This is an optimization exercise on Yosys and OpenROAD, whose aim is small area, not a production implementation. The RTL of this run was laid out without a check of its function. Power is estimated from default activity; no workload was simulated.

[config.mk]
export PLATFORM = sky130hd
export DESIGN_NAME = washingmachine_top
export DESIGN_NICKNAME = washingmachine_top
export VERILOG_FILES = /design/flow/design.v
export SDC_FILE = /design/flow/constraint.sdc
export NUM_CORES = 4
export LEC_CHECK = 0
export CAP_MARGIN = 20
export CORE_MARGIN = 2
export CORE_UTILIZATION = 40
export SLEW_MARGIN = 20
[constraint.sdc]
create_clock -name core_clock -period 20.0 [get_ports {clk}]
set_input_delay 4.0000 -clock core_clock [delete_from_list [all_inputs] [get_ports {clk}]]
set_output_delay 4.0000 -clock core_clock [all_outputs]
set_load 0.01 [all_outputs]
[design.v]
`timescale 1 ns / 1 ps
module timer(
	clk,
	rst_n,
	i_start,
	i_acc,
	i_state,
	i_step,
	o_response,
	o_time
);
input clk;
input rst_n;
input i_acc;
input [1:0] i_step;
input i_start;
input [15:0] i_state;  
output [3:0] o_response;
output [15:0] o_time;
reg [3:0] o_response;
reg [15:0] temp_time;
reg [15:0] o_time;
reg [31:0] counter;
reg [31:0] counter_end;
reg clk_reg;
reg clk_reg_d;
wire tick;
reg [31:0] clk_10Hz_count;
reg [31:0] clk_100Hz_count;
reg clk_100Hz;
reg clk_10Hz;
assign tick = clk_reg & ~clk_reg_d;
always @ (posedge clk or negedge rst_n) begin
	if (!rst_n) begin
		clk_reg <= 1'b0;
		clk_reg_d <= 1'b0;
	end else begin
		clk_reg_d <= clk_reg;
		if (i_acc) begin
			clk_reg <= clk_100Hz;
		end else begin
			clk_reg <= clk_10Hz;
		end
	end
end
always @ (posedge clk or negedge rst_n) begin
	if (!rst_n) begin
		o_time <= 0;
		temp_time <= 16'd0;
		o_response <= 4'b0;
	end else if (!i_start) begin
		o_time <= 0;
		temp_time <= 16'd0;
		o_response <= 4'b0;
	end else if (tick) begin
		o_time <= o_time + 16'd1;
		temp_time <= temp_time + 16'd1;
		if (temp_time < i_state) begin	
			temp_time <= temp_time + 16'd1;
		end else begin
			temp_time <= 16'd0;
			o_time <= 0;
			o_response[i_step] <= 1'b1;
		end
	end
end
always @ (posedge clk or negedge rst_n) begin
	if (!rst_n) begin
		clk_10Hz_count <= 0;
		clk_10Hz <= 1'b0;
	end else begin
		clk_10Hz_count <= clk_10Hz_count + 1;
		if (clk_10Hz_count == 32'd119) 
			clk_10Hz <= 1'b1;
		else if (clk_10Hz_count == 32'd239) begin
			clk_10Hz <= 1'b0;
			clk_10Hz_count <= 0;
		end
	end
end
always @ (posedge clk or negedge rst_n) begin
	if (!rst_n) begin
		clk_100Hz_count <= 0;
		clk_100Hz <= 1'b0;
	end else begin
		clk_100Hz_count <= clk_100Hz_count + 1;
		if (clk_100Hz_count == 32'd11) 
			clk_100Hz <= 1;
		else if (clk_100Hz_count == 32'd23) begin
			clk_100Hz <= 0;
			clk_100Hz_count <= 0;
		end
	end
end
endmodule
`timescale 1 ns / 1 ps
module get_time(
	i_time,
	o_minute,
	o_second,
	o_second_p
);
input [15:0] i_time;
output [7:0] o_minute;
output [7:0] o_second;
output [3:0] o_second_p;
reg [7:0] o_minute;
reg [7:0] o_second;
reg [3:0] o_second_p;
always @ (*) begin
	o_second_p = i_time % 16'd10;
	o_minute = i_time / 16'd600; 
	o_second = (i_time - o_second_p - 10'd600 * o_minute) / 4'd10;
end
endmodule 
`timescale 1 ns / 1 ps
module display_time (
	clk,
	rst_n,
	i_minute,
	i_second,
	i_second_p,
	i_twinkle,
	o_index_n,  
	o_seg_n,  
	o_lsb  
);
input i_twinkle;
input clk;
input rst_n;
input [7:0] i_minute;
input [7:0] i_second;
input [3:0] i_second_p;
output [3:0] o_index_n;  
output [7:0] o_seg_n;  
output [6:0] o_lsb;
reg [31:0] clk_1Hz_count;
reg [7:0] twinkle_count;
reg [2:0] scan_count;
reg [3:0] number;
reg [7:0] seg;  
reg [3:0] index;
reg [6:0] lsb;
reg [31:0] clk_50Hz_count;
reg clk_50Hz;
reg clk_50Hz_d;
reg clk_1Hz;
wire scan;
assign o_lsb = ~lsb;
assign o_seg_n = ~seg;
assign o_index_n = ~index;
assign scan = clk_50Hz & ~clk_50Hz_d;
always @ (*) begin
	case (i_second_p)
		4'd0: lsb = 7'b1111110;  
		4'd1: lsb = 7'b0110000;  
		4'd2: lsb = 7'b1101101;  
		4'd3: lsb = 7'b1111001;  
		4'd4: lsb = 7'b0110011;  
		4'd5: lsb = 7'b1011011;  
		4'd6: lsb = 7'b1011111;  
		4'd7: lsb = 7'b1110000;  
		4'd8: lsb = 7'b1111111;  
		4'd9: lsb = 7'b1111011;  
		default: lsb = 7'b0000000;
	endcase
end
always @ (posedge clk or negedge rst_n) begin
	if (!rst_n) begin
		scan_count <= 3'd0;
		index <= 4'b0000;
		number <= 4'd0;
	end else if (scan) begin
		if (scan_count == 3'd3) begin
			scan_count <= 3'd0;
		end else begin
			scan_count <= scan_count + 3'd1;
		end
		case (scan_count) 
			3'd0: begin
				index <= 4'b0001;
				number <= i_second % 8'd10; 
			end
			3'd1: begin
				index <= 4'b0010;
				number <= i_second / 8'd10;
			end
			3'd2: begin
				index <= 4'b0100;
				number <= i_minute % 8'd10;
			end
			3'd3: begin
				index <= 4'b1000;
				number <= i_minute / 8'd10;
			end
		endcase
	end
end
always @ (*) begin
	case (number)
		4'd0: seg[7:1] = 7'b1111110;  
		4'd1: seg[7:1] = 7'b0110000;  
		4'd2: seg[7:1] = 7'b1101101;  
		4'd3: seg[7:1] = 7'b1111001;  
		4'd4: seg[7:1] = 7'b0110011;  
		4'd5: seg[7:1] = 7'b1011011;  
		4'd6: seg[7:1] = 7'b1011111;  
		4'd7: seg[7:1] = 7'b1110000;  
		4'd8: seg[7:1] = 7'b1111111;  
		4'd9: seg[7:1] = 7'b1111011;  
		default: seg[7:1] = 7'b0000000;
	endcase
	if (!i_twinkle)
		seg[0] = index[0] ? 1'b1: 1'b0;
	else 
		seg[0] = index[0] ? clk_1Hz: 1'b0;
end
always @ (posedge clk or negedge rst_n) begin
	if (!rst_n) begin
		clk_50Hz_count <= 0;
		clk_50Hz <= 1'b0;
		clk_50Hz_d <= 1'b0;
	end else begin
		clk_50Hz_d <= clk_50Hz;
		clk_50Hz_count <= clk_50Hz_count + 1;
		if (clk_50Hz_count == 32'd4) 
			clk_50Hz <= 1;
		else if (clk_50Hz_count == 32'd9) begin
			clk_50Hz <= 0;
			clk_50Hz_count <= 0;
		end
	end
end
always @ (posedge clk or negedge rst_n) begin
	if (!rst_n) begin
		clk_1Hz_count <= 0;
		clk_1Hz <= 1'b0;
	end else begin
		clk_1Hz_count <= clk_1Hz_count + 1;
		if (clk_1Hz_count == 32'd119) 
			clk_1Hz <= 1'b1;
		else if (clk_1Hz_count == 32'd239) begin
			clk_1Hz <= 1'b0;
			clk_1Hz_count <= 0;
		end
	end
end
endmodule
`timescale 1 ns / 1 ps
module washingmachine_top (
	clk, 
	rst_n,
	i_start_n, 
	i_water_full_n, 
	i_acc_n,
	o_state,
	o_index_n,
	o_seg_n,
	o_lsb
);
input clk, rst_n; 
input i_start_n;
input i_acc_n;
input i_water_full_n;
output [5:0] o_state;
output [3:0] o_index_n;
output [7:0] o_seg_n;
output [6:0] o_lsb;
parameter IDLE	= 6'b000001;
parameter WATER	= 6'b000010;
parameter RINSE	= 6'b000100; 
parameter DRAIN	= 6'b001000; 
parameter DRY	= 6'b010000; 
parameter ALERT = 6'b100000;
parameter RINSE_TIME	= 16'd6000;  
parameter DRAIN_TIME	= 16'd300;  
parameter DRY_TIME		= 16'd3000;  
parameter ALERT_TIME	= 16'd100;  
reg [5:0] state;
reg timer_start;
reg [15:0] timer_state;
reg twinkle_start;
reg [1:0] step;
wire acc_wire;
wire [3:0] timer_done;
wire [15:0] time_wire;
wire [7:0] minute_wire;
wire [7:0] second_wire;
wire [3:0] second_p_wire;
assign o_state = ~state;
assign acc_wire = ~i_acc_n;
always @ (posedge clk or negedge rst_n) begin
	if (!rst_n) begin
		state <= IDLE;
		timer_start <= 1'b0;
		timer_state <= 0;
		twinkle_start <= 1'b0;
		step <= 2'b00;
	end else begin
		case (state)
			IDLE: begin
				twinkle_start <= 1'b0;
				if (!i_start_n) begin
					state <= WATER;
					timer_start <= 0;
					timer_state <= 0;
				end else begin
					state <= IDLE;
					timer_start <= 0;
					timer_state <= 0;
				end
			end
			WATER: begin
				if (!i_water_full_n) begin
					state <= RINSE;
					timer_start <= 1;
					timer_state <= RINSE_TIME;
					step <= 2'b00;
				end 
			end
			RINSE: begin
				if (timer_done[0]) begin
					state <= DRAIN;
					timer_start <= 1;
					timer_state <= DRAIN_TIME;
					step <= 2'b01;
				end
			end
			DRAIN: begin
				if (timer_done[1]) begin
					state <= DRY;
					timer_start <= 1;
					timer_state <= DRY_TIME;
					step <= 2'b10;
				end
			end
			DRY: begin
				if (timer_done[2]) begin
					state <= ALERT;
					timer_start <= 1;
					timer_state <= ALERT_TIME;
					step <= 2'b11;
				end
			end
			ALERT: begin
				if (timer_done[3]) begin
					state <= IDLE;
					timer_start <= 0;
					timer_state <= 0;
				end else begin
					twinkle_start <= 1'b1;
				end
			end
			default: begin
				state <= IDLE;
				timer_start <= 0;
				timer_state <= 0;
			end
		endcase
	end
end		
timer t (
	.clk(clk),
	.rst_n(rst_n),
	.i_acc(acc_wire),
	.i_start(timer_start),
	.i_state(timer_state),
	.i_step(step),
	.o_response(timer_done),
	.o_time(time_wire)
);
get_time g (
	.i_time(time_wire),
	.o_minute(minute_wire),
	.o_second(second_wire),
	.o_second_p(second_p_wire)
);
display_time d (
	.clk(clk),
	.rst_n(rst_n),
	.i_minute(minute_wire),
	.i_second(second_wire),
	.i_second_p(second_p_wire),
	.i_twinkle(twinkle_start),
	.o_index_n(o_index_n), 
	.o_seg_n(o_seg_n),
	.o_lsb(o_lsb)
);
endmodule 
[run.sh]
#!/bin/bash
# synth_recipe.tcl (not shown) runs the flow's synth.tcl, then flattens the netlist and writes it again
# the make line also repeats each setting of config.mk as NAME=value (left out here)
make -C /OpenROAD-flow-scripts/flow DESIGN_CONFIG=/design/flow/config.mk WORK_HOME=/design/flow/orfs CLKGATE_MAP_FILE= SYNTH_SCRIPT=/design/flow/synth_recipe.tcl finish
==> summary.md <==
| Metric | Value |
|---|---|
| Syn-to-layout area delta | 8.008% |
| CP max stage delay | a little under 800 ps |
| Peak supply drop | 0.05701 mV |
| Fraction of layout cells with a size suffix above 1 | 6.491% |
| Fin. Hold Viols | 0 |
| WL final | just over 40000 µm |
| Hold-fix buffers, CTS | 0 |
| Congestion Overflow GR | 0 |
| Number of global-route vias before repair | between 10000 and 15000 |
| Commonest non-fill, non-tap cell in the layout | nand2_1 |
| GR met2 Demand/Resource | 31.74% |
| Worst path required time | 20340 ps |
| Clock buffer count from CTS | 17 |
| Placement Setup Slack | 2580 ps |
| Number of synthesized flops with an enable pin | 0 |
| Combinational Power Share | between 10% and 20% |
| FF+latch count, synth | 199 |
| Number of post-CTS setup repair buffers | 0 |
| Final antenna-violating net count | 0 |
| TNS Setup | 0 ps |
| Switching Power | 0.2939 mW |
| Main synth FF type | dfrtp_1 |
| Worst-Skew Late Latency | around 440 ps |
| Synth async-reset ratio | 100.0% |
| Slew @ Worst Pin | 988.2 ps |
| Max transition margin | 33.90% |
| Antenna violations before repair | 0 |
| Die height | ~210 µm |
| Crit path from | t.o_time[12] |
| R2r setup slk | 2400 ps |
| Most Frequent Cell on Critical Path | ha_1 |
| PD cells | 52.75 mW/mm² |
| CTS tree | done |
| Root Buffer | clkbuf_16 |
| Syn nets | around 2200 |
| Fmax | 0.05682 GHz |
| Site Rows | 75 |
| Synth Instances | 2054 |
| Average vias per placed instance | approximately 5.8 |
| First-pass GRT wire length | 69880 µm |
| GP Congestion | 0.9058 |
| Die Area | between 0.04 and 0.05 mm² |
| Max cap viols | 0 |
| Initial DRT Pass Iterations | 6 |
| Largest net degree at the start of global routing | 116 |
| Ys Warns | 4 |
| Fillers | 4110 |
| Seq/Total Area, Yosys | 29.41% |
| Met1 GRT Util | 25.37% |
| Fin nets | 2145 |
| Met3 usage | 2.095% |
| Total vias in the final route | 14890 |
| Synth Area per Inst | 8.245 µm² |
| Multi-input logic area | about 0.011 mm² |
| Leakage | 7.960 nW |
| Max Transition Viols Final | 0 |
| H-tree levels | 4 |
| Hold Crit Class | register to register |
| # DRC | 0 |
| Clock Sinks | between 150 and 200 |
| Internal Pwr Total | 0.6710 mW |
| Crit path to | d.number[0] |
| Clock share of power | roughly 36% |
| Antenna cell count | 0 |
| GRT busiest layer | met2 |
| CTS resizes | 0 |
| Period utilization | 87.99% |
| Total area of sequential cells | 0.004981 mm² |
| FF-to-FF End | d.number[0] |
| Clock Skews | 12.68 ps |
| Tot GR Track Use | 18.78% |
| Die X | 209.8 µm |
| I/O Pins | 30 |
| Number of distinct library cells after synthesis | 115 |
| Finish-stage setup viols | 0 |
| RSZ-0062 raised after global routing | no |
| Slowest-stage cell, CP | dfrtp_1 |
| Initial DRC count | between 1000 and 1500 |
| Final WS setup | 2401 ps |
| Core ar. | 0.04185 mm² |
| Most frequent cells in the layout | 210 x nand2_1, 198 x dfrtp_1, 190 x nor2_1, 142 x xnor2_1, 122 x nand3_1 |
| Hpwl dp | 30290 µm |
| Status | timing/DRC/antenna clean |
| Net Sw Frac | between 30% and 40% |
| Critical Path AT | 17940 ps |
| PortBufs | 29 |
| Element type at the critical path end | register |
| Share of power burned in registers | 44.4% |
| R2R depth | 61 |
| Avg WL per Cell | 15.78 µm |
| Worst Path Max Fanout | 22 |
| RR Startpoint | t.o_time[12] |
| Final min period | 17600 ps |
| Worst Setup Start Kind | register |
| Crit Path Category | register to register |
| Clk slew on worst S/H paths | 80 ps |
| Clock tree buffer depth | 2 |
| Mapped Area | 0.01694 mm² |
| Starting Density | 40.47% |
==> layer usage <==
layer	vias to the layer above	routed length (µm)
met5	-	0
met4	0	838
met3	58	1170
met2	277	19450
met1	7145	19380
li1	7405	-
==> final cells by class <==
type | count | area share, %
Multi-Input combinational cell | 1660 | 61.21
Sequential cell | 199 | 27.23
Tap cell | 539 | 3.687
Inverter | 117 | 2.401
Clock buffer | 17 | 2.326
Timing Repair Buffer | 41 | 2.120
Clock inverter | 15 | 1.026
==> power groups by stage <==
stage | Combinational, mW | Clock [mW] | Sequential [mW]
after floorplan | 0.122 | 0 | 0.431
after global placement | 0.184 | 0 | 0.436
after detailed placement | 0.187 | 0 | 0.436
after CTS | 0.188 | 0.364 | 0.428
after global routing | 0.208 | 0.379 | 0.431
final | 0.186 | 0.350 | 0.429
==> Yosys cell counts (all sizes together) (14+ instances only) <==
| library cell | instances | area [µm²] |
|---|---|---|
| nand2 | 210 | 788.3 |
| dfrtp | 198 | 4955 |
| nor2 | 192 | 725.7 |
| xnor2 | 146 | 1301 |
| nand3 | 124 | 630.6 |
| a21oi | 117 | 604.3 |
| inv | 109 | 409.2 |
| ha | 98 | 1226 |
| o21ai | 83 | 426.7 |
| xor2 | 74 | 655.6 |
| clkbuf | 56 | 211.5 |
| nor3 | 52 | 281.5 |
| and3 | 45 | 281.5 |
| nor4 | 45 | 287.8 |
| a31oi | 41 | 277.8 |
| a211oi | 32 | 292.8 |
| nand4 | 32 | 200.2 |
| nand2b | 25 | 156.4 |
| o211ai | 23 | 172.7 |
| buf | 22 | 121.4 |
| mux2i | 22 | 220.2 |
| a21o | 20 | 151.4 |
| nor2b | 19 | 118.9 |
| o22ai | 19 | 118.9 |
| or2 | 14 | 87.58 |
==> worst min path at each step <==
| stage | start | endpoint | slack [ps] | cells past startpoint |
|---|---|---|---|---|
| after floorplan | t.clk_reg | t.clk_reg_d | 350 | 0 |
| after detailed placement | t.clk_reg | t.clk_reg_d | 420 | 0 |
| after CTS | t.clk_reg | t.clk_reg_d | 430 | 0 |
| after global routing | t.clk_reg | t.clk_reg_d | 430 | 0 |
| final | t.clk_reg | t.clk_reg_d | 430 | 0 |
| after global placement | t.clk_reg | t.clk_reg_d | 410 | 0 |
==> worst max-delay path, delay by kind of cell, from the launching register on <==
family	cells	cell delay, ps
buf+inv	7	1760
flops	1	780
compound gates	30	7640
xor+xnor	4	1280
mux	3	760
fa+ha+maj	8	2520
simple gates	9	2740
==> through the flow <==
step / utilization [%] / hold WS (ps) / instances / cell area [µm²] / total power [mW]
6_report: 43.71 / 428.4 / 2588 / 18290 / 0.9649
5_1_grt: 43.71 / 434.5 / 2588 / 18290 / 1.018
4_1_cts: 43.68 / 433.9 / 2588 / 18280 / 0.9802
3_5_place_dp: 42.22 / 416.0 / 2556 / 17670 / 0.6231
3_3_place_gp: 42.22 / 407.9 / 2556 / 17670 / 0.6194
2_1_floorplan: - / 353.7 / 2054 / 16940 / 0.5534
==> cell families after synthesis <==
family                   after synthesis  synth area share, %
AO/OA/AOI/OAI                        496                21.23
flip-flops                           199                29.41
multiplexers                          28                1.766
adder cells (fa/ha/maj)              109                8.245
XOR/XNOR                             220                11.55
buffers and inverters                195                4.558
AND/OR/NAND/NOR                      807                23.23

[afterwards: timing with drivers on the ports]
The results above use ideal ports. As a check the final layout listed here was re-extracted and re-timed, cells and wires unchanged. Step 1 assumes that a clkbuf_16 drives the clock port and a buf_2 every other input. Step 2 moves the port delays by t, midway between the first and last clock arrival at a register: inputs arrive t later, outputs are due t later. That takes back most of the time a late clock gives input paths. Three values: ideal ports, drivers, drivers and shift; two values: the first two.
shift t [ns]: 0.490
setup WS [ns]: 2.401 / 2.401 / 2.401
clock arrival spread, ns: 0.012 / 0.012
After both steps setup and hold are still met in this run. For this run, drivers alone change the setup slack by 0.000 ns; drivers and shift together by 0.000 ns.
